Source: an optimization exercise on an open RTL-to-GDS flow (aim: small area and a short achievable clock period). Production flows keep margins and buffers that such runs may drop.
At most, simulation tests tie the RTL to the original design; equivalence was not proved.
No functional check of the RTL was part of run 2.

==> flow/design.v, too long to show whole: its modules and the start of the top module <==
// module Integrator: 862 lines
// module Integrator_fa: 6 lines
// module Integrator_xnor1: 5 lines
// module Integrator_or1: 5 lines
// module Integrator_ha: 6 lines
// module Integrator_han: 6 lines
// module Integrator_xor: 5 lines
// module Integrator_maj: 5 lines
// module Integrator_mux: 5 lines
// module Integrator_aoi: 5 lines
// module Integrator_inv: 5 lines
// module Integrator_nand: 5 lines
// module Integrator_nor: 5 lines
// module Integrator_oai: 5 lines
// module Integrator_xnor: 5 lines
module Integrator
          (clk,
           reset,
           In,
           Out);
  // ...
==> flow/flow/run.sh <==
#!/bin/bash
# Layout flow: the standard synthesis and ORFS layout (standard.sh) with two
# changes to how the layout is made:
#  - the input and output ports get plain buffer cells (buffer_ports
#    -buffer_cell) instead of the delay cells buffer_ports picks by itself;
#  - clock tree synthesis adds no dummy loads (-dont_use_dummy_load); the
#    other CTS arguments are the ones ORFS builds from config.mk.
# Each step's full output goes to a log file here (ORFS keeps its own per-step
# logs under orfs/logs).
set -euo pipefail
export BUFFER_PORTS_ARGS="-buffer_cell sky130_fd_sc_hd__buf_2"
export CTS_ARGS="-sink_clustering_enable -repair_clock_nets -sink_clustering_size 30 -sink_clustering_max_diameter 100 -buf_list {sky130_fd_sc_hd__clkbuf_4 sky130_fd_sc_hd__clkbuf_8} -dont_use_dummy_load"
bash standard.sh synth > run_synth.log 2>&1
bash standard.sh > run_layout.log 2>&1
==> flow/standard.sh <==
#!/bin/bash
# synth_recipe.tcl (not shown) runs the flow's synth.tcl, then flattens the netlist and writes it again
# the make line also repeats each setting of config.mk as NAME=value (left out here)
make -C /OpenROAD-flow-scripts/flow DESIGN_CONFIG=/design/flow/config.mk WORK_HOME=/design/flow/orfs CLKGATE_MAP_FILE= SYNTH_SCRIPT=/design/flow/synth_recipe.tcl "${@:-finish}"
==> flow/config.mk <==
export PLATFORM = sky130hd
export DESIGN_NAME = Integrator
export DESIGN_NICKNAME = Integrator
export VERILOG_FILES = /design/flow/design.v
export SDC_FILE = /design/flow/constraint.sdc
export NUM_CORES = 4
export LEC_CHECK = 0
export CAP_MARGIN = 20
export CORE_MARGIN = 2
export CORE_UTILIZATION = 40
export CTS_BUF_LIST = sky130_fd_sc_hd__clkbuf_4 sky130_fd_sc_hd__clkbuf_8
export CTS_CLUSTER_DIAMETER = 100
export CTS_CLUSTER_SIZE = 30
export PLACE_DENSITY = 0.85
export SETUP_SLACK_MARGIN = 4
export SLEW_MARGIN = 20
export SYNTH_HIERARCHICAL = 1
export SYNTH_MINIMUM_KEEP_SIZE = 0
==> flow/constraint.sdc <==
create_clock -name core_clock -period 14.0 [get_ports {clk}]
set_input_delay 2.8000 -clock core_clock [delete_from_list [all_inputs] [get_ports {clk}]]
set_output_delay 2.8000 -clock core_clock [all_outputs]
set_load 0.01 [all_outputs]
==> reports/qor.txt, run 1 <==
Post-route cell area: 7064 µm²
Relative slew slack: 0.5311
Largest family of logic cells by synthesized area: adder cells
DRT Pass-1 Iters: 4
Mux contribution to synthesized area: 0
Hold slack: 0.3489 ns
Multi-input gate area: 4028 µm²
Clock buffer cells: 9
Layer with the highest usage: met2
NonClk Buf Share: 0.03224
Routability congestion estimate: 0.8561
Critical Path Start Type: primary input
Hold depth: 0
Met2 track demand over resource: 0.2671
H-tree levels: 3
Largest regs: y1 (22), y2 (22)
Synth warnings: 7
Routed Antenna Nets: 0
Final Util: 0.4415
Ant diodes: 0
Largest stage delay, worst path: 0.59 ns
Crit path depth: 15
Register area: 2177 µm²
Outcome: timing/DRC/antenna clean
==> inputs of run 2 (changes only) <==
--- a/flow/design.v
+++ b/flow/design.v
@@ -491,321 +491,329 @@
   Integrator_inv u_n_149 (.a(t_121), .y(n_149));
   wire t_150;
   Integrator_nor u_t_150 (.a(mt18_96), .b(n_149), .y(t_150));
   wire g_151;
   Integrator_aoi u_g_151 (.a(t_123), .b(g_120), .c(g_122), .y(g_151));
   wire t_152;
   Integrator_nand u_t_152 (.a(t_123), .b(t_121), .y(t_152));
   wire g_153;
-  Integrator_oai u_g_153 (.a(mt4_54), .b(g_128), .c(mg4_53), .y(g_153));
+  Integrator_aoi u_g_153 (.a(t_107), .b(n_127), .c(g_106), .y(g_153));
   wire g_154;
-  Integrator_oai u_g_154 (.a(n_131), .b(g_128), .c(n_129), .y(g_154));
-  wire n_155;
-  Integrator_inv u_n_155 (.a(g_128), .y(n_155));
+  Integrator_aoi u_g_154 (.a(t_115), .b(g_112), .c(g_114), .y(g_154));
+  wire g_155;
+  Integrator_oai u_g_155 (.a(mt4_54), .b(g_128), .c(mg4_53), .y(g_155));
   wire g_156;
-  Integrator_aoi u_g_156 (.a(t_132), .b(n_155), .c(g_130), .y(g_156));
-  wire g_157;
-  Integrator_oai u_g_157 (.a(t_134), .b(g_128), .c(g_133), .y(g_157));
+  Integrator_oai u_g_156 (.a(n_131), .b(g_128), .c(n_129), .y(g_156));
+  wire n_157;
+  Integrator_inv u_n_157 (.a(g_153), .y(n_157));
   wire g_158;
-  Integrator_oai u_g_158 (.a(mt12_78), .b(g_139), .c(mg12_77), .y(g_158));
-  wire t_159;
-  Integrator_nor u_t_159 (.a(mt12_78), .b(t_140), .y(t_159));
+  Integrator_aoi u_g_158 (.a(t_132), .b(n_157), .c(g_130), .y(g_158));
+  wire g_159;
+  Integrator_oai u_g_159 (.a(t_134), .b(g_153), .c(g_133), .y(g_159));
   wire g_160;
-  Integrator_oai u_g_160 (.a(n_143), .b(g_139), .c(n_141), .y(g_160));
+  Integrator_oai u_g_160 (.a(mt12_78), .b(g_139), .c(mg12_77), .y(g_160));
   wire t_161;
-  Integrator_nor u_t_161 (.a(n_143), .b(t_140), .y(t_161));
-  wire n_162;
-  Integrator_inv u_n_162 (.a(t_144), .y(n_162));
-  wire n_163;
-  Integrator_inv u_n_163 (.a(g_142), .y(n_163));
-  wire g_164;
-  Integrator_oai u_g_164 (.a(n_162), .b(g_139), .c(n_163), .y(g_164));
-  wire t_165;
-  Integrator_nor u_t_165 (.a(n_162), .b(t_140), .y(t_165));
+  Integrator_nor u_t_161 (.a(mt12_78), .b(t_140), .y(t_161));
+  wire g_162;
+  Integrator_oai u_g_162 (.a(n_143), .b(g_139), .c(n_141), .y(g_162));
+  wire t_163;
+  Integrator_nor u_t_163 (.a(n_143), .b(t_140), .y(t_163));
+  wire n_164;
+  Integrator_inv u_n_164 (.a(t_144), .y(n_164));
+  wire n_165;
+  Integrator_inv u_n_165 (.a(g_142), .y(n_165));
   wire g_166;
-  Integrator_oai u_g_166 (.a(t_146), .b(g_139), .c(g_145), .y(g_166));
+  Integrator_oai u_g_166 (.a(n_164), .b(g_154), .c(n_165), .y(g_166));
   wire t_167;
-  Integrator_nor u_t_167 (.a(t_146), .b(t_140), .y(t_167));
+  Integrator_nor u_t_167 (.a(n_164), .b(t_140), .y(t_167));
   wire g_168;
-  Integrator_oai u_g_168 (.a(mt20_102), .b(g_151), .c(mg20_101), .y(g_168));
+  Integrator_oai u_g_168 (.a(t_146), .b(g_154), .c(g_145), .y(g_168));
   wire t_169;
-  Integrator_nor u_t_169 (.a(mt20_102), .b(t_152), .y(t_169));
-  wire n_170;
-  Integrator_inv u_n_170 (.a(t_125), .y(n_170));
-  wire n_171;
-  Integrator_inv u_n_171 (.a(g_124), .y(n_171));
-  wire g_172;
-  Integrator_oai u_g_172 (.a(n_170), .b(g_151), .c(n_171), .y(g_172));
-  wire t_173;
-  Integrator_nor u_t_173 (.a(n_170), .b(t_152), .y(t_173));
+  Integrator_nor u_t_169 (.a(t_146), .b(t_140), .y(t_169));
+  wire g_170;
+  Integrator_oai u_g_170 (.a(mt20_102), .b(g_151), .c(mg20_101), .y(g_170));
+  wire t_171;
+  Integrator_nor u_t_171 (.a(mt20_102), .b(t_152), .y(t_171));
+  wire n_172;
+  Integrator_inv u_n_172 (.a(t_125), .y(n_172));
+  wire n_173;
+  Integrator_inv u_n_173 (.a(g_124), .y(n_173));
   wire g_174;
-  Integrator_oai u_g_174 (.a(t_134), .b(g_128), .c(g_133), .y(g_174));
-  wire n_175;
-  Integrator_inv u_n_175 (.a(g_157), .y(n_175));
+  Integrator_oai u_g_174 (.a(n_172), .b(g_151), .c(n_173), .y(g_174));
+  wire t_175;
+  Integrator_nor u_t_175 (.a(n_172), .b(t_152), .y(t_175));
   wire g_176;
-  Integrator_oai u_g_176 (.a(mt8_66), .b(n_175), .c(mg8_65), .y(g_176));
+  Integrator_oai u_g_176 (.a(t_134), .b(g_153), .c(g_133), .y(g_176));
   wire g_177;
-  Integrator_oai u_g_177 (.a(n_137), .b(n_175), .c(n_135), .y(g_177));
-  wire g_178;
-  Integrator_aoi u_g_178 (.a(t_138), .b(g_157), .c(g_136), .y(g_178));
+  Integrator_oai u_g_177 (.a(t_134), .b(g_153), .c(g_133), .y(g_177));
+  wire n_178;
+  Integrator_inv u_n_178 (.a(g_159), .y(n_178));
   wire g_179;
-  Integrator_oai u_g_179 (.a(t_140), .b(n_175), .c(g_139), .y(g_179));
+  Integrator_oai u_g_179 (.a(mt8_66), .b(n_178), .c(mg8_65), .y(g_179));
   wire g_180;
-  Integrator_aoi u_g_180 (.a(t_159), .b(g_174), .c(g_158), .y(g_180));
+  Integrator_oai u_g_180 (.a(n_137), .b(n_178), .c(n_135), .y(g_180));
   wire g_181;
-  Integrator_aoi u_g_181 (.a(t_161), .b(g_174), .c(g_160), .y(g_181));
-  wire g_182;
-  Integrator_aoi u_g_182 (.a(t_165), .b(g_174), .c(g_164), .y(g_182));
+  Integrator_aoi u_g_181 (.a(t_138), .b(g_159), .c(g_136), .y(g_181));
+  wire n_182;
+  Integrator_inv u_n_182 (.a(g_176), .y(n_182));
   wire g_183;
-  Integrator_aoi u_g_183 (.a(t_167), .b(g_174), .c(g_166), .y(g_183));
+  Integrator_oai u_g_183 (.a(t_140), .b(n_182), .c(g_139), .y(g_183));
   wire g_184;
-  Integrator_aoi u_g_184 (.a(t_167), .b(g_174), .c(g_166), .y(g_184));
+  Integrator_aoi u_g_184 (.a(t_161), .b(g_176), .c(g_160), .y(g_184));
   wire g_185;
-  Integrator_oai u_g_185 (.a(mt16_90), .b(g_183), .c(mg16_89), .y(g_185));
+  Integrator_aoi u_g_185 (.a(t_163), .b(g_176), .c(g_162), .y(g_185));
   wire g_186;
-  Integrator_oai u_g_186 (.a(n_149), .b(g_183), .c(n_147), .y(g_186));
-  wire n_187;
-  Integrator_inv u_n_187 (.a(g_183), .y(n_187));
+  Integrator_aoi u_g_186 (.a(t_167), .b(g_177), .c(g_166), .y(g_186));
+  wire g_187;
+  Integrator_aoi u_g_187 (.a(t_169), .b(g_177), .c(g_168), .y(g_187));
   wire g_188;
-  Integrator_aoi u_g_188 (.a(t_150), .b(n_187), .c(g_148), .y(g_188));
+  Integrator_aoi u_g_188 (.a(t_169), .b(g_177), .c(g_168), .y(g_188));
   wire g_189;
-  Integrator_oai u_g_189 (.a(t_152), .b(g_184), .c(g_151), .y(g_189));
-  wire n_190;
-  Integrator_inv u_n_190 (.a(g_184), .y(n_190));
-  wire g_191;
-  Integrator_aoi u_g_191 (.a(t_169), .b(n_190), .c(g_168), .y(g_191));
+  Integrator_oai u_g_189 (.a(mt16_90), .b(g_187), .c(mg16_89), .y(g_189));
+  wire g_190;
+  Integrator_oai u_g_190 (.a(n_149), .b(g_187), .c(n_147), .y(g_190));
+  wire n_191;
+  Integrator_inv u_n_191 (.a(g_187), .y(n_191));
   wire g_192;
-  Integrator_aoi u_g_192 (.a(t_173), .b(n_190), .c(g_172), .y(g_192));
-  wire sum2_193;
-  Integrator_xor u_sum2_193 (.a(mp2_46), .b(n_127), .y(sum2_193));
-  wire sum3_194;
-  Integrator_xor u_sum3_194 (.a(mp3_49), .b(g_126), .y(sum3_194));
-  wire sum4_195;
-  Integrator_xor u_sum4_195 (.a(mp4_52), .b(n_155), .y(sum4_195));
-  wire sum5_196;
-  Integrator_xor u_sum5_196 (.a(mp5_55), .b(g_153), .y(sum5_196));
-  wire sum6_197;
-  Integrator_xor u_sum6_197 (.a(mp6_58), .b(g_154), .y(sum6_197));
-  wire sum7_198;
-  Integrator_xnor u_sum7_198 (.a(mp7_61), .b(g_156), .y(sum7_198));
-  wire sum8_199;
-  Integrator_xor u_sum8_199 (.a(mp8_64), .b(g_157), .y(sum8_199));
-  wire sum9_200;
-  Integrator_xor u_sum9_200 (.a(mp9_67), .b(g_176), .y(sum9_200));
-  wire sum10_201;
-  Integrator_xor u_sum10_201 (.a(mp10_70), .b(g_177), .y(sum10_201));
-  wire sum11_202;
-  Integrator_xnor u_sum11_202 (.a(mp11_73), .b(g_178), .y(sum11_202));
-  wire sum12_203;
-  Integrator_xor u_sum12_203 (.a(mp12_76), .b(g_179), .y(sum12_203));
-  wire sum13_204;
-  Integrator_xnor u_sum13_204 (.a(mp13_79), .b(g_180), .y(sum13_204));
-  wire sum14_205;
-  Integrator_xnor u_sum14_205 (.a(mp14_82), .b(g_181), .y(sum14_205));
-  wire sum15_206;
-  Integrator_xnor u_sum15_206 (.a(mp15_85), .b(g_182), .y(sum15_206));
-  wire sum16_207;
-  Integrator_xor u_sum16_207 (.a(mp16_88), .b(n_187), .y(sum16_207));
-  wire sum17_208;
-  Integrator_xor u_sum17_208 (.a(mp17_91), .b(g_185), .y(sum17_208));
-  wire sum18_209;
-  Integrator_xor u_sum18_209 (.a(mp18_94), .b(g_186), .y(sum18_209));
-  wire sum19_210;
-  Integrator_xnor u_sum19_210 (.a(mp19_97), .b(g_188), .y(sum19_210));
-  wire sum20_211;
-  Integrator_xor u_sum20_211 (.a(mp20_100), .b(g_189), .y(sum20_211));
-  wire kt0_212;
-  Integrator_nor u_kt0_212 (.a(ts[0]), .b(tc[0]), .y(kt0_212));
-  wire kg0_213;
-  Integrator_nand u_kg0_213 (.a(ts[0]), .b(tc[0]), .y(kg0_213));
-  wire kt2_214;
-  Integrator_nor u_kt2_214 (.a(ts[2]), .b(tc[2]), .y(kt2_214));
-  wire kg2_215;
-  Integrator_nand u_kg2_215 (.a(ts[2]), .b(tc[2]), .y(kg2_215));
-  wire kt3_216;
-  Integrator_nor u_kt3_216 (.a(ts[3]), .b(tc[3]), .y(kt3_216));
-  wire kg3_217;
-  Integrator_nand u_kg3_217 (.a(ts[3]), .b(tc[3]), .y(kg3_217));
-  wire kt4_218;
-  Integrator_nor u_kt4_218 (.a(ts[4]), .b(tc[4]), .y(kt4_218));
-  wire kg4_219;
-  Integrator_nand u_kg4_219 (.a(ts[4]), .b(tc[4]), .y(kg4_219));
-  wire kt5_220;
-  Integrator_nor u_kt5_220 (.a(ts[5]), .b(tc[5]), .y(kt5_220));
-  wire kg5_221;
-  Integrator_nand u_kg5_221 (.a(ts[5]), .b(tc[5]), .y(kg5_221));
-  wire kt6_222;
-  Integrator_nor u_kt6_222 (.a(ts[6]), .b(tc[6]), .y(kt6_222));
-  wire kg6_223;
-  Integrator_nand u_kg6_223 (.a(ts[6]), .b(tc[6]), .y(kg6_223));
-  wire kt7_224;
-  Integrator_nor u_kt7_224 (.a(ts[7]), .b(tc[7]), .y(kt7_224));
-  wire kg7_225;
-  Integrator_nand u_kg7_225 (.a(ts[7]), .b(tc[7]), .y(kg7_225));
-  wire kt8_226;
-  Integrator_nor u_kt8_226 (.a(ts[8]), .b(tc[8]), .y(kt8_226));
-  wire kg8_227;
-  Integrator_nand u_kg8_227 (.a(ts[8]), .b(tc[8]), .y(kg8_227));
-  wire kt9_228;
-  Integrator_nor u_kt9_228 (.a(ts[9]), .b(tc[9]), .y(kt9_228));
-  wire kg9_229;
-  Integrator_nand u_kg9_229 (.a(ts[9]), .b(tc[9]), .y(kg9_229));
-  wire kt10_230;
-  Integrator_nor u_kt10_230 (.a(ts[10]), .b(tc[10]), .y(kt10_230));
-  wire kg10_231;
-  Integrator_nand u_kg10_231 (.a(ts[10]), .b(tc[10]), .y(kg10_231));
-  wire kt11_232;
-  Integrator_nor u_kt11_232 (.a(ts[11]), .b(tc[11]), .y(kt11_232));
-  wire kg11_233;
-  Integrator_nand u_kg11_233 (.a(ts[11]), .b(tc[11]), .y(kg11_233));
-  wire kt12_234;
-  Integrator_nor u_kt12_234 (.a(ts[12]), .b(tc[12]), .y(kt12_234));
-  wire kg12_235;
-  Integrator_nand u_kg12_235 (.a(ts[12]), .b(tc[12]), .y(kg12_235));
-  wire kt13_236;
-  Integrator_nor u_kt13_236 (.a(ts[13]), .b(tc[13]), .y(kt13_236));
-  wire kg13_237;
-  Integrator_nand u_kg13_237 (.a(ts[13]), .b(tc[13]), .y(kg13_237));
-  wire kt14_238;
-  Integrator_nor u_kt14_238 (.a(ts[14]), .b(tc[14]), .y(kt14_238));
-  wire kg14_239;
-  Integrator_nand u_kg14_239 (.a(ts[14]), .b(tc[14]), .y(kg14_239));
-  wire kt15_240;
-  Integrator_nor u_kt15_240 (.a(ts[15]), .b(tc[15]), .y(kt15_240));
-  wire kg15_241;
-  Integrator_nand u_kg15_241 (.a(ts[15]), .b(tc[15]), .y(kg15_241));
-  wire kt16_242;
-  Integrator_nor u_kt16_242 (.a(ts[16]), .b(tc[16]), .y(kt16_242));
-  wire kg16_243;
-  Integrator_nand u_kg16_243 (.a(ts[16]), .b(tc[16]), .y(kg16_243));
-  wire kt17_244;
-  Integrator_nor u_kt17_244 (.a(ts[17]), .b(tc[17]), .y(kt17_244));
-  wire kg17_245;
-  Integrator_nand u_kg17_245 (.a(ts[17]), .b(tc[17]), .y(kg17_245));
-  wire kt18_246;
-  Integrator_nor u_kt18_246 (.a(ts[18]), .b(tc[18]), .y(kt18_246));
-  wire kg18_247;
-  Integrator_nand u_kg18_247 (.a(ts[18]), .b(tc[18]), .y(kg18_247));
-  wire kt19_248;
-  Integrator_nor u_kt19_248 (.a(ts[19]), .b(tc[19]), .y(kt19_248));
-  wire kg19_249;
-  Integrator_nand u_kg19_249 (.a(ts[19]), .b(tc[19]), .y(kg19_249));
-  wire n_250;
-  Integrator_inv u_n_250 (.a(kg0_213), .y(n_250));
-  wire g_251;
-  Integrator_nand u_g_251 (.a(tc[1]), .b(n_250), .y(g_251));
-  wire g_252;
-  Integrator_oai u_g_252 (.a(kt3_216), .b(kg2_215), .c(kg3_217), .y(g_252));
-  wire t_253;
-  Integrator_nor u_t_253 (.a(kt3_216), .b(kt2_214), .y(t_253));
-  wire g_254;
-  Integrator_oai u_g_254 (.a(kt5_220), .b(kg4_219), .c(kg5_221), .y(g_254));
-  wire t_255;
-  Integrator_nor u_t_255 (.a(kt5_220), .b(kt4_218), .y(t_255));
+  Integrator_aoi u_g_192 (.a(t_150), .b(n_191), .c(g_148), .y(g_192));
+  wire g_193;
+  Integrator_oai u_g_193 (.a(t_152), .b(g_188), .c(g_151), .y(g_193));
+  wire n_194;
+  Integrator_inv u_n_194 (.a(g_188), .y(n_194));
+  wire g_195;
+  Integrator_aoi u_g_195 (.a(t_171), .b(n_194), .c(g_170), .y(g_195));
+  wire g_196;
+  Integrator_aoi u_g_196 (.a(t_175), .b(n_194), .c(g_174), .y(g_196));
+  wire sum2_197;
+  Integrator_xor u_sum2_197 (.a(mp2_46), .b(n_127), .y(sum2_197));
+  wire sum3_198;
+  Integrator_xor u_sum3_198 (.a(mp3_49), .b(g_126), .y(sum3_198));
+  wire sum4_199;
+  Integrator_xnor u_sum4_199 (.a(mp4_52), .b(g_128), .y(sum4_199));
+  wire sum5_200;
+  Integrator_xor u_sum5_200 (.a(mp5_55), .b(g_155), .y(sum5_200));
+  wire sum6_201;
+  Integrator_xor u_sum6_201 (.a(mp6_58), .b(g_156), .y(sum6_201));
+  wire sum7_202;
+  Integrator_xnor u_sum7_202 (.a(mp7_61), .b(g_158), .y(sum7_202));
+  wire sum8_203;
+  Integrator_xor u_sum8_203 (.a(mp8_64), .b(g_159), .y(sum8_203));
+  wire sum9_204;
+  Integrator_xor u_sum9_204 (.a(mp9_67), .b(g_179), .y(sum9_204));
+  wire sum10_205;
+  Integrator_xor u_sum10_205 (.a(mp10_70), .b(g_180), .y(sum10_205));
+  wire sum11_206;
+  Integrator_xnor u_sum11_206 (.a(mp11_73), .b(g_181), .y(sum11_206));
+  wire sum12_207;
+  Integrator_xor u_sum12_207 (.a(mp12_76), .b(g_183), .y(sum12_207));
+  wire sum13_208;
+  Integrator_xnor u_sum13_208 (.a(mp13_79), .b(g_184), .y(sum13_208));
+  wire sum14_209;
+  Integrator_xnor u_sum14_209 (.a(mp14_82), .b(g_185), .y(sum14_209));
+  wire sum15_210;
+  Integrator_xnor u_sum15_210 (.a(mp15_85), .b(g_186), .y(sum15_210));
+  wire sum16_211;
+  Integrator_xor u_sum16_211 (.a(mp16_88), .b(n_191), .y(sum16_211));
+  wire sum17_212;
+  Integrator_xor u_sum17_212 (.a(mp17_91), .b(g_189), .y(sum17_212));
+  wire sum18_213;
+  Integrator_xor u_sum18_213 (.a(mp18_94), .b(g_190), .y(sum18_213));
+  wire sum19_214;
+  Integrator_xnor u_sum19_214 (.a(mp19_97), .b(g_192), .y(sum19_214));
+  wire sum20_215;
+  Integrator_xor u_sum20_215 (.a(mp20_100), .b(g_193), .y(sum20_215));
+  wire kt0_216;
+  Integrator_nor u_kt0_216 (.a(ts[0]), .b(tc[0]), .y(kt0_216));
+  wire kg0_217;
+  Integrator_nand u_kg0_217 (.a(ts[0]), .b(tc[0]), .y(kg0_217));
+  wire kt2_218;
+  Integrator_nor u_kt2_218 (.a(ts[2]), .b(tc[2]), .y(kt2_218));
+  wire kg2_219;
+  Integrator_nand u_kg2_219 (.a(ts[2]), .b(tc[2]), .y(kg2_219));
+  wire kt3_220;
+  Integrator_nor u_kt3_220 (.a(ts[3]), .b(tc[3]), .y(kt3_220));
+  wire kg3_221;
+  Integrator_nand u_kg3_221 (.a(ts[3]), .b(tc[3]), .y(kg3_221));
+  wire kt4_222;
+  Integrator_nor u_kt4_222 (.a(ts[4]), .b(tc[4]), .y(kt4_222));
+  wire kg4_223;
+  Integrator_nand u_kg4_223 (.a(ts[4]), .b(tc[4]), .y(kg4_223));
+  wire kt5_224;
+  Integrator_nor u_kt5_224 (.a(ts[5]), .b(tc[5]), .y(kt5_224));
+  wire kg5_225;
+  Integrator_nand u_kg5_225 (.a(ts[5]), .b(tc[5]), .y(kg5_225));
+  wire kt6_226;
+  Integrator_nor u_kt6_226 (.a(ts[6]), .b(tc[6]), .y(kt6_226));
+  wire kg6_227;
+  Integrator_nand u_kg6_227 (.a(ts[6]), .b(tc[6]), .y(kg6_227));
+  wire kt7_228;
+  Integrator_nor u_kt7_228 (.a(ts[7]), .b(tc[7]), .y(kt7_228));
+  wire kg7_229;
+  Integrator_nand u_kg7_229 (.a(ts[7]), .b(tc[7]), .y(kg7_229));
+  wire kt8_230;
+  Integrator_nor u_kt8_230 (.a(ts[8]), .b(tc[8]), .y(kt8_230));
+  wire kg8_231;
+  Integrator_nand u_kg8_231 (.a(ts[8]), .b(tc[8]), .y(kg8_231));
+  wire kt9_232;
+  Integrator_nor u_kt9_232 (.a(ts[9]), .b(tc[9]), .y(kt9_232));
+  wire kg9_233;
+  Integrator_nand u_kg9_233 (.a(ts[9]), .b(tc[9]), .y(kg9_233));
+  wire kt10_234;
+  Integrator_nor u_kt10_234 (.a(ts[10]), .b(tc[10]), .y(kt10_234));
+  wire kg10_235;
+  Integrator_nand u_kg10_235 (.a(ts[10]), .b(tc[10]), .y(kg10_235));
+  wire kt11_236;
+  Integrator_nor u_kt11_236 (.a(ts[11]), .b(tc[11]), .y(kt11_236));
+  wire kg11_237;
+  Integrator_nand u_kg11_237 (.a(ts[11]), .b(tc[11]), .y(kg11_237));
+  wire kt12_238;
+  Integrator_nor u_kt12_238 (.a(ts[12]), .b(tc[12]), .y(kt12_238));
+  wire kg12_239;
+  Integrator_nand u_kg12_239 (.a(ts[12]), .b(tc[12]), .y(kg12_239));
+  wire kt13_240;
+  Integrator_nor u_kt13_240 (.a(ts[13]), .b(tc[13]), .y(kt13_240));
+  wire kg13_241;
+  Integrator_nand u_kg13_241 (.a(ts[13]), .b(tc[13]), .y(kg13_241));
+  wire kt14_242;
+  Integrator_nor u_kt14_242 (.a(ts[14]), .b(tc[14]), .y(kt14_242));
+  wire kg14_243;
+  Integrator_nand u_kg14_243 (.a(ts[14]), .b(tc[14]), .y(kg14_243));
+  wire kt15_244;
+  Integrator_nor u_kt15_244 (.a(ts[15]), .b(tc[15]), .y(kt15_244));
+  wire kg15_245;
+  Integrator_nand u_kg15_245 (.a(ts[15]), .b(tc[15]), .y(kg15_245));
+  wire kt16_246;
+  Integrator_nor u_kt16_246 (.a(ts[16]), .b(tc[16]), .y(kt16_246));
+  wire kg16_247;
+  Integrator_nand u_kg16_247 (.a(ts[16]), .b(tc[16]), .y(kg16_247));
+  wire kt17_248;
+  Integrator_nor u_kt17_248 (.a(ts[17]), .b(tc[17]), .y(kt17_248));
+  wire kg17_249;
+  Integrator_nand u_kg17_249 (.a(ts[17]), .b(tc[17]), .y(kg17_249));
+  wire kt18_250;
+  Integrator_nor u_kt18_250 (.a(ts[18]), .b(tc[18]), .y(kt18_250));
+  wire kg18_251;
+  Integrator_nand u_kg18_251 (.a(ts[18]), .b(tc[18]), .y(kg18_251));
+  wire kt19_252;
+  Integrator_nor u_kt19_252 (.a(ts[19]), .b(tc[19]), .y(kt19_252));
+  wire kg19_253;
+  Integrator_nand u_kg19_253 (.a(ts[19]), .b(tc[19]), .y(kg19_253));
+  wire n_254;
+  Integrator_inv u_n_254 (.a(kg0_217), .y(n_254));
+  wire g_255;
+  Integrator_nand u_g_255 (.a(tc[1]), .b(n_254), .y(g_255));
   wire g_256;
-  Integrator_oai u_g_256 (.a(kt7_224), .b(kg6_223), .c(kg7_225), .y(g_256));
+  Integrator_oai u_g_256 (.a(kt3_220), .b(kg2_219), .c(kg3_221), .y(g_256));
   wire t_257;
-  Integrator_nor u_t_257 (.a(kt7_224), .b(kt6_222), .y(t_257));
+  Integrator_nor u_t_257 (.a(kt3_220), .b(kt2_218), .y(t_257));
   wire g_258;
-  Integrator_oai u_g_258 (.a(kt9_228), .b(kg8_227), .c(kg9_229), .y(g_258));
+  Integrator_oai u_g_258 (.a(kt5_224), .b(kg4_223), .c(kg5_225), .y(g_258));
   wire t_259;
-  Integrator_nor u_t_259 (.a(kt9_228), .b(kt8_226), .y(t_259));
+  Integrator_nor u_t_259 (.a(kt5_224), .b(kt4_222), .y(t_259));
   wire g_260;
-  Integrator_oai u_g_260 (.a(kt11_232), .b(kg10_231), .c(kg11_233), .y(g_260));
+  Integrator_oai u_g_260 (.a(kt7_228), .b(kg6_227), .c(kg7_229), .y(g_260));
   wire t_261;
-  Integrator_nor u_t_261 (.a(kt11_232), .b(kt10_230), .y(t_261));
+  Integrator_nor u_t_261 (.a(kt7_228), .b(kt6_226), .y(t_261));
   wire g_262;
-  Integrator_oai u_g_262 (.a(kt13_236), .b(kg12_235), .c(kg13_237), .y(g_262));
+  Integrator_oai u_g_262 (.a(kt9_232), .b(kg8_231), .c(kg9_233), .y(g_262));
   wire t_263;
-  Integrator_nor u_t_263 (.a(kt13_236), .b(kt12_234), .y(t_263));
+  Integrator_nor u_t_263 (.a(kt9_232), .b(kt8_230), .y(t_263));
   wire g_264;
-  Integrator_oai u_g_264 (.a(kt15_240), .b(kg14_239), .c(kg15_241), .y(g_264));
+  Integrator_oai u_g_264 (.a(kt11_236), .b(kg10_235), .c(kg11_237), .y(g_264));
   wire t_265;
-  Integrator_nor u_t_265 (.a(kt15_240), .b(kt14_238), .y(t_265));
+  Integrator_nor u_t_265 (.a(kt11_236), .b(kt10_234), .y(t_265));
   wire g_266;
-  Integrator_oai u_g_266 (.a(kt17_244), .b(kg16_243), .c(kg17_245), .y(g_266));
+  Integrator_oai u_g_266 (.a(kt13_240), .b(kg12_239), .c(kg13_241), .y(g_266));
   wire t_267;
-  Integrator_nor u_t_267 (.a(kt17_244), .b(kt16_242), .y(t_267));
+  Integrator_nor u_t_267 (.a(kt13_240), .b(kt12_238), .y(t_267));
   wire g_268;
-  Integrator_oai u_g_268 (.a(kt19_248), .b(kg18_247), .c(kg19_249), .y(g_268));
+  Integrator_oai u_g_268 (.a(kt15_244), .b(kg14_243), .c(kg15_245), .y(g_268));
   wire t_269;
-  Integrator_nor u_t_269 (.a(kt19_248), .b(kt18_246), .y(t_269));
-  wire n_270;
-  Integrator_inv u_n_270 (.a(g_251), .y(n_270));
-  wire g_271;
-  Integrator_aoi u_g_271 (.a(t_253), .b(n_270), .c(g_252), .y(g_271));
+  Integrator_nor u_t_269 (.a(kt15_244), .b(kt14_242), .y(t_269));
+  wire g_270;
+  Integrator_oai u_g_270 (.a(kt17_248), .b(kg16_247), .c(kg17_249), .y(g_270));
+  wire t_271;
+  Integrator_nor u_t_271 (.a(kt17_248), .b(kt16_246), .y(t_271));
   wire g_272;
-  Integrator_aoi u_g_272 (.a(t_257), .b(g_254), .c(g_256), .y(g_272));
+  Integrator_oai u_g_272 (.a(kt19_252), .b(kg18_251), .c(kg19_253), .y(g_272));
   wire t_273;
-  Integrator_nand u_t_273 (.a(t_257), .b(t_255), .y(t_273));
-  wire g_274;
-  Integrator_aoi u_g_274 (.a(t_261), .b(g_258), .c(g_260), .y(g_274));
-  wire t_275;
-  Integrator_nand u_t_275 (.a(t_261), .b(t_259), .y(t_275));
+  Integrator_nor u_t_273 (.a(kt19_252), .b(kt18_250), .y(t_273));
+  wire n_274;
+  Integrator_inv u_n_274 (.a(g_255), .y(n_274));
+  wire g_275;
+  Integrator_aoi u_g_275 (.a(t_257), .b(n_274), .c(g_256), .y(g_275));
   wire g_276;
-  Integrator_aoi u_g_276 (.a(t_265), .b(g_262), .c(g_264), .y(g_276));
+  Integrator_aoi u_g_276 (.a(t_261), .b(g_258), .c(g_260), .y(g_276));
   wire t_277;
-  Integrator_nand u_t_277 (.a(t_265), .b(t_263), .y(t_277));
+  Integrator_nand u_t_277 (.a(t_261), .b(t_259), .y(t_277));
   wire g_278;
-  Integrator_aoi u_g_278 (.a(t_269), .b(g_266), .c(g_268), .y(g_278));
+  Integrator_aoi u_g_278 (.a(t_265), .b(g_262), .c(g_264), .y(g_278));
   wire t_279;
-  Integrator_nand u_t_279 (.a(t_269), .b(t_267), .y(t_279));
+  Integrator_nand u_t_279 (.a(t_265), .b(t_263), .y(t_279));
   wire g_280;
-  Integrator_oai u_g_280 (.a(t_273), .b(g_271), .c(g_272), .y(g_280));
-  wire g_281;
-  Integrator_oai u_g_281 (.a(t_277), .b(g_274), .c(g_276), .y(g_281));
-  wire t_282;
-  Integrator_nor u_t_282 (.a(t_277), .b(t_275), .y(t_282));
-  wire g_283;
-  Integrator_aoi u_g_283 (.a(t_282), .b(g_280), .c(g_281), .y(g_283));
-  wire n_284;
-  Integrator_inv u_n_284 (.a(g_280), .y(n_284));
+  Integrator_aoi u_g_280 (.a(t_269), .b(g_266), .c(g_268), .y(g_280));
+  wire t_281;
+  Integrator_nand u_t_281 (.a(t_269), .b(t_267), .y(t_281));
+  wire g_282;
+  Integrator_aoi u_g_282 (.a(t_273), .b(g_270), .c(g_272), .y(g_282));
+  wire t_283;
+  Integrator_nand u_t_283 (.a(t_273), .b(t_271), .y(t_283));
+  wire g_284;
+  Integrator_oai u_g_284 (.a(t_277), .b(g_275), .c(g_276), .y(g_284));
   wire g_285;
-  Integrator_oai u_g_285 (.a(t_275), .b(n_284), .c(g_274), .y(g_285));
-  wire g_286;
-  Integrator_oai u_g_286 (.a(t_279), .b(g_283), .c(g_278), .y(g_286));
-  wire n_287;
-  Integrator_inv u_n_287 (.a(g_271), .y(n_287));
-  wire g_288;
-  Integrator_aoi u_g_288 (.a(t_255), .b(n_287), .c(g_254), .y(g_288));
+  Integrator_oai u_g_285 (.a(t_281), .b(g_278), .c(g_280), .y(g_285));
+  wire t_286;
+  Integrator_nor u_t_286 (.a(t_281), .b(t_279), .y(t_286));
+  wire g_287;
+  Integrator_aoi u_g_287 (.a(t_286), .b(g_284), .c(g_285), .y(g_287));
+  wire n_288;
+  Integrator_inv u_n_288 (.a(g_284), .y(n_288));
   wire g_289;
-  Integrator_aoi u_g_289 (.a(t_259), .b(g_280), .c(g_258), .y(g_289));
+  Integrator_oai u_g_289 (.a(t_279), .b(n_288), .c(g_278), .y(g_289));
   wire g_290;
-  Integrator_aoi u_g_290 (.a(t_263), .b(g_285), .c(g_262), .y(g_290));
+  Integrator_oai u_g_290 (.a(t_283), .b(g_287), .c(g_282), .y(g_290));
   wire n_291;
-  Integrator_inv u_n_291 (.a(g_283), .y(n_291));
+  Integrator_inv u_n_291 (.a(g_275), .y(n_291));
   wire g_292;
-  Integrator_aoi u_g_292 (.a(t_267), .b(n_291), .c(g_266), .y(g_292));
+  Integrator_aoi u_g_292 (.a(t_259), .b(n_291), .c(g_258), .y(g_292));
   wire g_293;
-  Integrator_oai u_g_293 (.a(kt2_214), .b(g_251), .c(kg2_215), .y(g_293));
+  Integrator_aoi u_g_293 (.a(t_263), .b(g_284), .c(g_262), .y(g_293));
   wire g_294;
-  Integrator_oai u_g_294 (.a(kt4_218), .b(g_271), .c(kg4_219), .y(g_294));
-  wire g_295;
-  Integrator_oai u_g_295 (.a(kt6_222), .b(g_288), .c(kg6_223), .y(g_295));
+  Integrator_aoi u_g_294 (.a(t_267), .b(g_289), .c(g_266), .y(g_294));
+  wire n_295;
+  Integrator_inv u_n_295 (.a(g_287), .y(n_295));
   wire g_296;
-  Integrator_oai u_g_296 (.a(kt8_226), .b(n_284), .c(kg8_227), .y(g_296));
+  Integrator_aoi u_g_296 (.a(t_271), .b(n_295), .c(g_270), .y(g_296));
   wire g_297;
-  Integrator_oai u_g_297 (.a(kt10_230), .b(g_289), .c(kg10_231), .y(g_297));
-  wire n_298;
-  Integrator_inv u_n_298 (.a(g_285), .y(n_298));
+  Integrator_oai u_g_297 (.a(kt2_218), .b(g_255), .c(kg2_219), .y(g_297));
+  wire g_298;
+  Integrator_oai u_g_298 (.a(kt4_222), .b(g_275), .c(kg4_223), .y(g_298));
   wire g_299;
-  Integrator_oai u_g_299 (.a(kt12_234), .b(n_298), .c(kg12_235), .y(g_299));
+  Integrator_oai u_g_299 (.a(kt6_226), .b(g_292), .c(kg6_227), .y(g_299));
   wire g_300;
-  Integrator_oai u_g_300 (.a(kt14_238), .b(g_290), .c(kg14_239), .y(g_300));
+  Integrator_oai u_g_300 (.a(kt8_230), .b(n_288), .c(kg8_231), .y(g_300));
   wire g_301;
-  Integrator_oai u_g_301 (.a(kt16_242), .b(g_283), .c(kg16_243), .y(g_301));
-  wire g_302;
-  Integrator_oai u_g_302 (.a(kt18_246), .b(g_292), .c(kg18_247), .y(g_302));
-  wire flip = (ts[20] ^ tc[20]) | (g_286 ^ ts[20]);
-  wire pf_303;
-  Integrator_xor u_pf_303 (.a(mp21_103), .b(flip), .y(pf_303));
-  wire top_304;
-  Integrator_xnor u_top_304 (.a(pf_303), .b(g_191), .y(top_304));
-  wire [21:0] y = {top_304, sum20_211, sum19_210, sum18_209, sum17_208, sum16_207, sum15_206, sum14_205, sum13_204, sum12_203, sum11_202, sum10_201, sum9_200, sum8_199, sum7_198, sum6_197, sum5_196, sum4_195, sum3_194, sum2_193, mp1_43, ra0_1};
+  Integrator_oai u_g_301 (.a(kt10_234), .b(g_293), .c(kg10_235), .y(g_301));
+  wire n_302;
+  Integrator_inv u_n_302 (.a(g_289), .y(n_302));
+  wire g_303;
+  Integrator_oai u_g_303 (.a(kt12_238), .b(n_302), .c(kg12_239), .y(g_303));
+  wire g_304;
+  Integrator_oai u_g_304 (.a(kt14_242), .b(g_294), .c(kg14_243), .y(g_304));
+  wire g_305;
+  Integrator_oai u_g_305 (.a(kt16_246), .b(g_287), .c(kg16_247), .y(g_305));
+  wire g_306;
+  Integrator_oai u_g_306 (.a(kt18_250), .b(g_296), .c(kg18_251), .y(g_306));
+  wire flip = (ts[20] ^ tc[20]) | (g_290 ^ ts[20]);
+  wire pf_307;
+  Integrator_xor u_pf_307 (.a(mp21_103), .b(flip), .y(pf_307));
+  wire top_308;
+  Integrator_xnor u_top_308 (.a(pf_307), .b(g_195), .y(top_308));
+  wire [21:0] y = {top_308, sum20_215, sum19_214, sum18_213, sum17_212, sum16_211, sum15_210, sum14_209, sum13_208, sum12_207, sum11_206, sum10_205, sum9_204, sum8_203, sum7_202, sum6_201, sum5_200, sum4_199, sum3_198, sum2_197, mp1_43, ra0_1};
   wire [20:0] v_next;
   assign v_next[0] = x1[0];
   wire vk1;
   assign v_next[1] = x1[1] ^ x[0];
   assign vk1 = x1[1] | ~x[0];
   wire vk2;
   Integrator_fa u_vl2 (.a(x1[2]), .b(~x[1]), .c(vk1), .s(v_next[2]), .co(vk2));
   wire vk3;
==> reports/qor.txt, run 2 <==
Outcome: timing/DRC/antenna clean (unchanged)
H-tree levels: 3 (unchanged)
Cells resized by post-CTS repair: 0 (unchanged)
Relative slew slack: 0.4681 (was 0.5311)
GRT Total Usage: 0.1648 (was 0.1549)
Non-filler cells, final: 799 (was 791)
Crit path from: In[9] (unchanged)
Final Util: 0.4327 (was 0.4415)
Dominant cells by area after synthesis: fa_1 (39%), dfrtp_1 (33%), xor2_1 (4.5%), nor2_1 (3.7%), inv_1 (3.6%) (was fa_1 (39%), dfrtp_1 (33%), xor2_1 (4.6%), nor2_1 (3.8%), inv_1 (3.6%))
Max cap viols: 0 (unchanged)
Yosys top cell by area: fa_1 (unchanged)
Reg2reg path depth: 17 (unchanged)
First-pass GRT wire length: 22.04 mm (was 21.14 mm)
CTS root buf: clkbuf_8 (unchanged)
CP Class: in -> out (unchanged)
Die area: 17630 µm² (was 17560 µm²)
DRC viols: 0 (unchanged)
Drt first-iter violations: 188 (was 210)
Number of synthesized register bits: 87 (unchanged)
CP max stage cell: fa_1 (unchanged)
Share of layout cells above drive strength 1: 0.1330 (was 0.1304)
Largest regs: y1 (22), y2 (22) (unchanged)
P&R area growth vs syn: 7.036% (was 6.932%)
Synth warnings: 7 (unchanged)
Mapped Avg Cell Area: 12.13 µm² (was 12.17 µm²)
Most frequent cells in the layout: fa_1 (130), dfrtp_1 (87), nor2_1 (66), inv_1 (63), nand2_1 (48) (was fa_1 (130), dfrtp_1 (87), nor2_1 (66), inv_1 (62), nand2_1 (48))
Library cells used by synthesis: 14 (unchanged)
Most common cell after layout, fill and taps aside: fa_1 (unchanged)
Core ar.: 16410 µm² (was 16000 µm²)
# nets final: 749 (was 745)
Final Max Slew Viols: 0 (unchanged)
CP endpoint kind: output pin (unchanged)
CTS Hold Bufs: 0 (unchanged)
Post-Syn Nets: 715 (was 711)
Initial antenna violation count: 0 (unchanged)
RR Startpoint: x1[1]$_DFF_PP0_ (unchanged)
Most frequent cell on the critical path: fa_1 (unchanged)
Fill cell count: 1467 (was 1465)
Clk sink count: 87 (unchanged)
CTS tree: done (unchanged)
Crit-path max FO: 5 (unchanged)
Post-Place Setup Slack: 4.598 ns (was 4.687 ns)
Clk Latency, worst-skew pair: 0.38 ns (was 0.36 ns)
Critical Path Start Type: primary input (unchanged)
Routed length on met3: 504 µm (was 238 µm)
Main synth FF type: dfrtp_1 (unchanged)
Post-route cell area: 7099 µm² (was 7064 µm²)
Crit share post-route: 0.6743 (was 0.6667)
Setup total negative slack: 0 ns (unchanged)
DP Area: 6972 µm² (was 6940 µm²)
Worst slew pin tran: 0.7978 ns (was 0.7034 ns)
Most numerous cell in the Yosys netlist: fa_1 (unchanged)
# setup viols final: 0 (unchanged)
Hold depth: 0 (unchanged)
Largest stage delay, worst path: 0.58 ns (was 0.59 ns)
Routability congestion estimate: 0.8473 (was 0.8561)
Vias per Instance: 4.742 (was 4.628)
Starting Density: 0.4043 (was 0.4129)
Drt wl/cell: 16.11 µm (was 15.32 µm)
R2r endpoint: v[15]$_DFF_PP0_ (unchanged)
Routed wl met2: 6.630 mm (was 6.263 mm)
HP Start: y1[10]$_DFF_PP0_ (was y1[11]$_DFF_PP0_)
Vias: 3789 (was 3661)
Post-Syn Area: 6633 µm² (was 6606 µm²)
Hold slack: 0.3488 ns (was 0.3489 ns)
Hold EP: y2[10]$_DFF_PP0_ (was y2[11]$_DFF_PP0_)
Uppermost layer routed: met4 (unchanged)
Clk_skew: 0.02976 ns (was 0.02300 ns)
Clock buffer depth: 2 (unchanged)
Register-to-Register Setup Slack: 7.54 ns (was 7.70 ns)
Post-CTS setup buffers: 0 (unchanged)
Die width: 132.8 µm (was 132.5 µm)
Post-synth ARST share: 1.000 (unchanged)
Share of the synthesized area in the top cell type: 0.3924 (was 0.3939)
Routed Antenna Nets: 0 (unchanged)
Synth cell count leaders: fa_1 (130), dfrtp_1 (87), nor2_1 (66) (unchanged)
CP Data Arrival Time: 6.64 ns (was 6.53 ns)
Post-detail-place hpwl: 10.90 mm (was 10.36 mm)
Congestion Overflow GR: 0 (unchanged)
Port Buffers: 44 (unchanged)
Worst EP required: 11.20 ns (about the same)
WL met1: 5.319 mm (was 5.365 mm)
Multi-input gate area: 4050 µm² (was 4028 µm²)
Largest net degree at the start of global routing: 88 (was 57)
Register area share after synthesis: 0.3282 (was 0.3295)
Number of CTS-inserted buffers: 9 (unchanged)
RSZ-0062 raised after global routing: false (unchanged)
CP cell instances: buf_2, inv_1, fa_1, fa_1, fa_1, fa_1, nor2_1, nor2_1, nand2_1, nor2_1, a21oi_2, o21ai_1, xor2_1, buf_2 (was buf_2, inv_1, fa_1, fa_1, fa_1, fa_1, nor2_1, nor2_1, a21oi_2, o21ai_1, a21oi_2, inv_1, a21oi_2, xnor2_1, buf_2)
Total Wirelength: 12.87 mm (was 12.12 mm)
Num ports: 46 (unchanged)
Fmax: 105.9 MHz (was 107.1 MHz)
Placed Instances: 790 (was 782)
# rows: 47 (was 46)
DRT Pass-1 Iters: 4 (unchanged)
Worst hold path class: reg -> reg (unchanged)
Die height: 132.8 µm (was 132.5 µm)
Final setup margin: 4.559 ns (was 4.667 ns)
Endpoints failing hold: 0 (unchanged)
Min Tclk post-route: 9.441 ns (was 9.333 ns)
Number of flops mapped to enable cells by yosys: 0 (unchanged)
Worst-path clk slew: 0.08 ns (was 0.06 ns)
Register area: 2177 µm² (unchanged)
Vias in the first global route: 4408 (was 4257)
Cells after Synth: 547 (was 543)
Ant diodes: 0 (unchanged)
[run 2: changes by cell type after synthesis, sizes merged]
| cell | previous run | this run |
|---|---|---|
| inv | 63 | 64 |
| xor2 | 35 | 34 |
| o21ai | 41 | 42 |
| xnor2 | 12 | 13 |
| a21oi | 20 | 22 |
[run 2: logic make-up after synthesis]
family,Yosys count,synth area share
and+or+nand+nor,119,0.06904
DFF,87,0.3282
adders and majority gates,144,0.4188
AOI/OAI and AO/OA,64,0.06074
xor gates and xnor gates,47,0.06206
buffers and inverters,86,0.06112
[run 2: final cells by class]
cell class,instances,share of cell area
flip-flops and latches,87,0.3067
well taps,220,0.03877
inverters,64,0.03401
clock buffers,9,0.01745
repair buffers,45,0.03260
multi-input cells,374,0.5705
[run 2: layer usage]
metal | vias to the layer above | global-route usage
met4 | 0 | 0.07228
li1 | 1710 | -
met2 | 81 | 0.2743
met1 | 1968 | 0.2047
met5 | - | 0
met3 | 30 | 0.04138
[run 2: critical path, delay by kind of cell]
| family | cells | cell delay (ns) |
|---|---|---|
| adder cells (fa/ha/maj) | 4 | 2.01 |
| AND/OR/NAND/NOR | 4 | 0.78 |
| buffers and inverters | 3 | 0.51 |
| AO/OA/AOI/OAI | 2 | 0.31 |
| XOR/XNOR | 1 | 0.22 |
[run 2: worst max-delay path by stage]
stage	to	slack (ns)	cells after the start
finish	Out[18]	4.56	14
global route	Out[19]	4.38	15
CTS	Out[18]	4.58	14
detailed placement	Out[18]	4.60	14
global placement	Out[17]	4.65	14
floorplan	Out[17]	5.13	13
[run 2: per-module statistics from Yosys (local to each module, per instance), excerpt]
module,times used,cells,flops+latches
Integrator,1,161,87
Integrator_ha,13,1,0
Integrator_aoi,22,1,0
Integrator_xor,34,1,0
Integrator_or1,3,1,0
Integrator_oai,42,1,0
Integrator_nand,48,1,0

[afterwards: timing with drivers on the ports]
The flow's constraints put no driver on any port. The routed layouts listed below were extracted and timed again, unchanged, in two steps.
Step 1 (the two cells are an assumption about what drives the block):
set clk [get_ports {clk}]
set_driving_cell -lib_cell sky130_fd_sc_hd__clkbuf_16 $clk
set_driving_cell -lib_cell sky130_fd_sc_hd__buf_2 [delete_from_list [all_inputs] $clk]
Step 2 times the ports against the registers' clock, not the clock port: input delays grow and output delays shrink by t, the midpoint of the rising clock arrivals with the driver on.
Three values: ideal, step 1, step 2; two values: the first two.
run	shift t [ns]	setup WS [ns]	hold slack, ns
run 1	0.378	4.667 / 4.635 / 4.635	0.349 / 0.349 / 0.349
run 2	0.406	4.559 / 4.522 / 4.522	0.349 / 0.349 / 0.349
After both steps setup and hold are still met in every run listed. The setup slack of run 2, which loses most, moves by -0.037 ns with the drivers and by -0.037 ns with both steps.
